Background: an optimization exercise with open tools, aiming at small area. Do not read the settings as production practice. The RTL was checked by simulation tests, not by an equivalence proof against the original design. Power is estimated from default activity; no workload was simulated.

== v54 ==
// mojo_top_0
module mojo_top_0(clk, rst, vga_h_sync, vga_v_sync, vga_R, vga_G, vga_B, quadA, quadB);
input clk;
input rst;
output vga_h_sync, vga_v_sync, vga_R, vga_G, vga_B;
input quadA, quadB;
wire [7:0] xq;
wire [2:0] xr;
wire [7:0] yq;
wire out;
hvsync_generator_1 syncgen(.clk(clk), .rst(rst), .vga_h_sync(vga_h_sync), .vga_v_sync(vga_v_sync),
  .xq(xq), .xr(xr), .yq(yq));
bannerdraw_3 banner(.xq(xq), .xr(xr), .yq(yq), .out(out));
reg pix;
always @(posedge clk) pix <= out;
assign vga_R = pix;
assign vga_G = pix;
assign vga_B = pix;
endmodule
For scale: roughly 330 cells after synthesis, ~24 flip-flops, roughly 9 I/O pins, about 2200 um^2 of cells after synthesis.
==> flow/config.mk <==
export PLATFORM = sky130hd
export DESIGN_NAME = mojo_top_0
export DESIGN_NICKNAME = mojo_top_0
export VERILOG_FILES = /design/flow/design.v
export SDC_FILE = /design/flow/constraint.sdc
export NUM_CORES = 4
export LEC_CHECK = 0
export ABC_AREA = 1
export CAP_MARGIN = 20
export CORE_MARGIN = 2
export CORE_UTILIZATION = 40
export GPL_TIMING_DRIVEN = 0
export SLEW_MARGIN = 20
export SYNTH_MEMORY_MAX_BITS = 32768
==> flow/constraint.sdc <==
create_clock -name core_clock -period 5.0 [get_ports {clk}]
set_input_delay 1.0000 -clock core_clock [delete_from_list [all_inputs] [get_ports {clk}]]
set_output_delay 1.0000 -clock core_clock [all_outputs]
set_load 0.01 [all_outputs]
standard.sh (not shown) runs the stock make flow with config.mk's settings and CLKGATE_MAP_FILE= SYNTH_SCRIPT=/design/flow/synth_recipe.tcl, a recipe that flattens the netlist after the stock synthesis.
==> flow/flow/run.sh <==
#!/bin/bash
# The standard layout (the standard.sh), except that ORFS's synthesis maps the
# logic with an area-oriented ABC script (flow/abc_area.script) instead of abc_area.script
# / abc_speed.script, and leaves adders to ABC too (ADDER_MAP_FILE empty: no extract_fa
# into half/full-adder cells). Everything else (synth_recipe.tcl, the flow settings, the
# registers, floorplan, placement, routing) is left as standard.sh has it, except:
#  - the port buffers are sky130_fd_sc_hd__buf_1 (BUFFER_PORTS_ARGS),
#  - CTS inserts no dummy loads and clusters up to 32 sinks per buffer (CTS_ARGS).
set -euo pipefail
D=$(pwd)
sed "s|^source \$::env(SCRIPTS_DIR)/synth_preamble.tcl\$|&\nset abc_args [lreplace \$abc_args 1 1 $D/flow/abc_area.script]|" \
  "$FLOW_HOME/scripts/synth.tcl" > "$D/flow_synth.tcl"
grep -q "abc_args \[lreplace" "$D/flow_synth.tcl"
sed "s|source \$::env(SCRIPTS_DIR)/synth.tcl|source $D/flow_synth.tcl|" synth_recipe.tcl > "$D/my_synth.tcl"
grep -q "flow_synth.tcl" "$D/my_synth.tcl"
sed "s|SYNTH_SCRIPT=[^ ]*|SYNTH_SCRIPT=$D/my_synth.tcl|" standard.sh > "$D/my_standard.sh"
grep -q "SYNTH_SCRIPT=$D/my_synth.tcl" "$D/my_standard.sh"
bash "$D/my_standard.sh" \
  "ADDER_MAP_FILE=" \
  "BUFFER_PORTS_ARGS=-buffer_cell sky130_fd_sc_hd__buf_1" \
  "CTS_ARGS=-sink_clustering_enable -sink_clustering_size 32 -sink_clustering_max_diameter 200 -repair_clock_nets -dont_use_dummy_load" \
  finish > "$D/make.log" 2>&1
==> flow/flow/abc_area.script <==
&get -n
&st
&dch -f
&nf -a -p -F 8 -A 8 -R 1000
&put
topo
v54 reached the final stage; the timing, DRC and antenna checks on its layout passed.
[inputs] v58 vs v54
Settings: a deleted GPL_TIMING_DRIVEN that had been 0.
==> flow/flow/run.sh <==
#!/bin/bash
# The standard layout (the standard.sh), except that ORFS's synthesis maps the
# logic with an area-oriented ABC script (flow/abc_area.script) instead of abc_area.script
# / abc_speed.script. Everything else (synth_recipe.tcl, the flow settings, the
# registers, floorplan, placement, routing) is left as standard.sh has it, except:
#  - the port buffers are sky130_fd_sc_hd__buf_1 (BUFFER_PORTS_ARGS),
#  - CTS inserts no dummy loads (CTS_ARGS adds -dont_use_dummy_load).
set -euo pipefail
D=$(pwd)
sed "s|^source \$::env(SCRIPTS_DIR)/synth_preamble.tcl\$|&\nset abc_args [lreplace \$abc_args 1 1 $D/flow/abc_area.script]|" \
  "$FLOW_HOME/scripts/synth.tcl" > "$D/flow_synth.tcl"
grep -q "abc_args \[lreplace" "$D/flow_synth.tcl"
sed "s|source \$::env(SCRIPTS_DIR)/synth.tcl|source $D/flow_synth.tcl|" synth_recipe.tcl > "$D/my_synth.tcl"
grep -q "flow_synth.tcl" "$D/my_synth.tcl"
sed "s|SYNTH_SCRIPT=[^ ]*|SYNTH_SCRIPT=$D/my_synth.tcl|" standard.sh > "$D/my_standard.sh"
grep -q "SYNTH_SCRIPT=$D/my_synth.tcl" "$D/my_standard.sh"
bash "$D/my_standard.sh" \
  "BUFFER_PORTS_ARGS=-buffer_cell sky130_fd_sc_hd__buf_1" \
  "CTS_ARGS=-sink_clustering_enable -repair_clock_nets -dont_use_dummy_load" \
  finish > "$D/make.log" 2>&1
==> flow/flow/abc_area.script <==
strash
dch -f
map -a
topo
[summary]
v58 finished end to end and its layout was clean on timing, DRC and antenna. Relative to v54, hold slack has decreased by 0.024 ns in v58. v54 → v58: power share of the clock group moved down; final worst-path setup slack +0.19 ns; fraction of final layout cells sized beyond drive strength 1 climbed 2.1 points; clock skew essentially unchanged; final instance count without filler cells went up 74. Going from v54 to v58, net switching power grew by more than a quarter. Relative to v54, final period utilization decreased by 3.8 points in v58. On cell area, v58 does worse than v54. When v58 is set beside v54, its worst-margin pin slew turns out to be 0.21 ns smaller. The time the worst path needs with I/O delays and setup reported for v58 is smaller than that of v54 by 0.19 ns.
The inputs of v21 differ from those of v58 as listed below.
==> flow/flow/run.sh <==
#!/bin/bash
# The standard layout (the standard.sh), except that ORFS's synthesis maps the
# logic with an area-oriented ABC script (flow/abc_area.script) instead of abc_area.script
# / abc_speed.script. Everything else (synth_recipe.tcl, the flow settings, the
# registers, floorplan, placement, CTS, routing) is left as standard.sh has it.
set -euo pipefail
D=$(pwd)
sed "s|^source \$::env(SCRIPTS_DIR)/synth_preamble.tcl\$|&\nset abc_args [lreplace \$abc_args 1 1 $D/flow/abc_area.script]|" \
  "$FLOW_HOME/scripts/synth.tcl" > "$D/flow_synth.tcl"
grep -q "abc_args \[lreplace" "$D/flow_synth.tcl"
sed "s|source \$::env(SCRIPTS_DIR)/synth.tcl|source $D/flow_synth.tcl|" synth_recipe.tcl > "$D/my_synth.tcl"
grep -q "flow_synth.tcl" "$D/my_synth.tcl"
sed "s|SYNTH_SCRIPT=[^ ]*|SYNTH_SCRIPT=$D/my_synth.tcl|" standard.sh > "$D/my_standard.sh"
grep -q "SYNTH_SCRIPT=$D/my_synth.tcl" "$D/my_standard.sh"
bash "$D/my_standard.sh" > "$D/make.log" 2>&1
### Flow results
Sequential share of layout area: higher on v58
Looking only at maximum frequency, and setting everything else aside, the higher value of v21 and v58 goes to v58.
Per the comparison of v21 with v58, detailed-routing iteration count for the pre-antenna-repair pass shows an increase of 1, via count climbed 17.
Comparing v21 and v58, global placement routability congestion is lower on v21.
On final hold slack, v21 and v58 are neck and neck.
Comparing v58 with v21, the total of hold buffers inserted after clock tree synthesis came out essentially unchanged.
Changes observed in v21 relative to v58: data required time at the worst endpoint down 0.02 ns, clock edge transition at the registers on the reported setup and hold paths flat.
[inputs] v4 vs v21
==> flow/run.sh (new file) <==
#!/bin/bash
# synth_recipe.tcl (not shown) runs the flow's synth.tcl, then flattens the netlist and writes it again
# the make line also repeats each setting of config.mk as NAME=value (left out here)
make -C /OpenROAD-flow-scripts/flow DESIGN_CONFIG=/design/flow/config.mk WORK_HOME=/design/flow/orfs CLKGATE_MAP_FILE= SYNTH_SCRIPT=/design/flow/synth_recipe.tcl finish
removed: flow/flow/run.sh
removed: flow/flow/abc_area.script
removed: flow/standard.sh
==> notes.md <==
Total negative slack: v4 vs v21 identical. Relative to v21, tightest hold margin increased by 0.0093 ns in v4. v21 and v4 all finish clean. Wire length in v4 vs v21: up 840 um. Per the comparison of v4 with v21, non-clock buffer count has decreased; power density of the placed cells has decreased; worst setup slack has increased; floorplan die area has increased; cell count has increased. Of v21 and v4, the higher combinational power belongs to v4. v4 ends up with lower final clock period utilization by the worst path than v21 does.

## what the ideal ports hide
In the flow no input, the clock included, has a driving cell. The finished layouts below were timed again as built, in two steps.
Step 1: set_driving_cell puts a clkbuf_16 on clk and a buf_2 on each other input, an assumption about the parent block.
Step 2 times the ports against the registers' clock, not the clock port: input delays grow and output delays shrink by t, the midpoint of the rising clock arrivals with the driver on.
Three values: ideal, step 1, step 2; two values: the first two.
run | shift t [ns] | setup WS [ns] | worst register clock-pin slew, ns
v54 | 0.279 | 0.559 / 0.559 / 0.559 | 0.08 / 0.08
v58 | 0.283 | 0.749 / 0.749 / 0.749 | 0.08 / 0.08
v21 | 0.293 | 0.685 / 0.685 / 0.685 | 0.09 / 0.09
v4 | 0.287 | 1.891 / 1.891 / 1.891 | 0.08 / 0.08
After both steps every run listed still meets setup and hold.
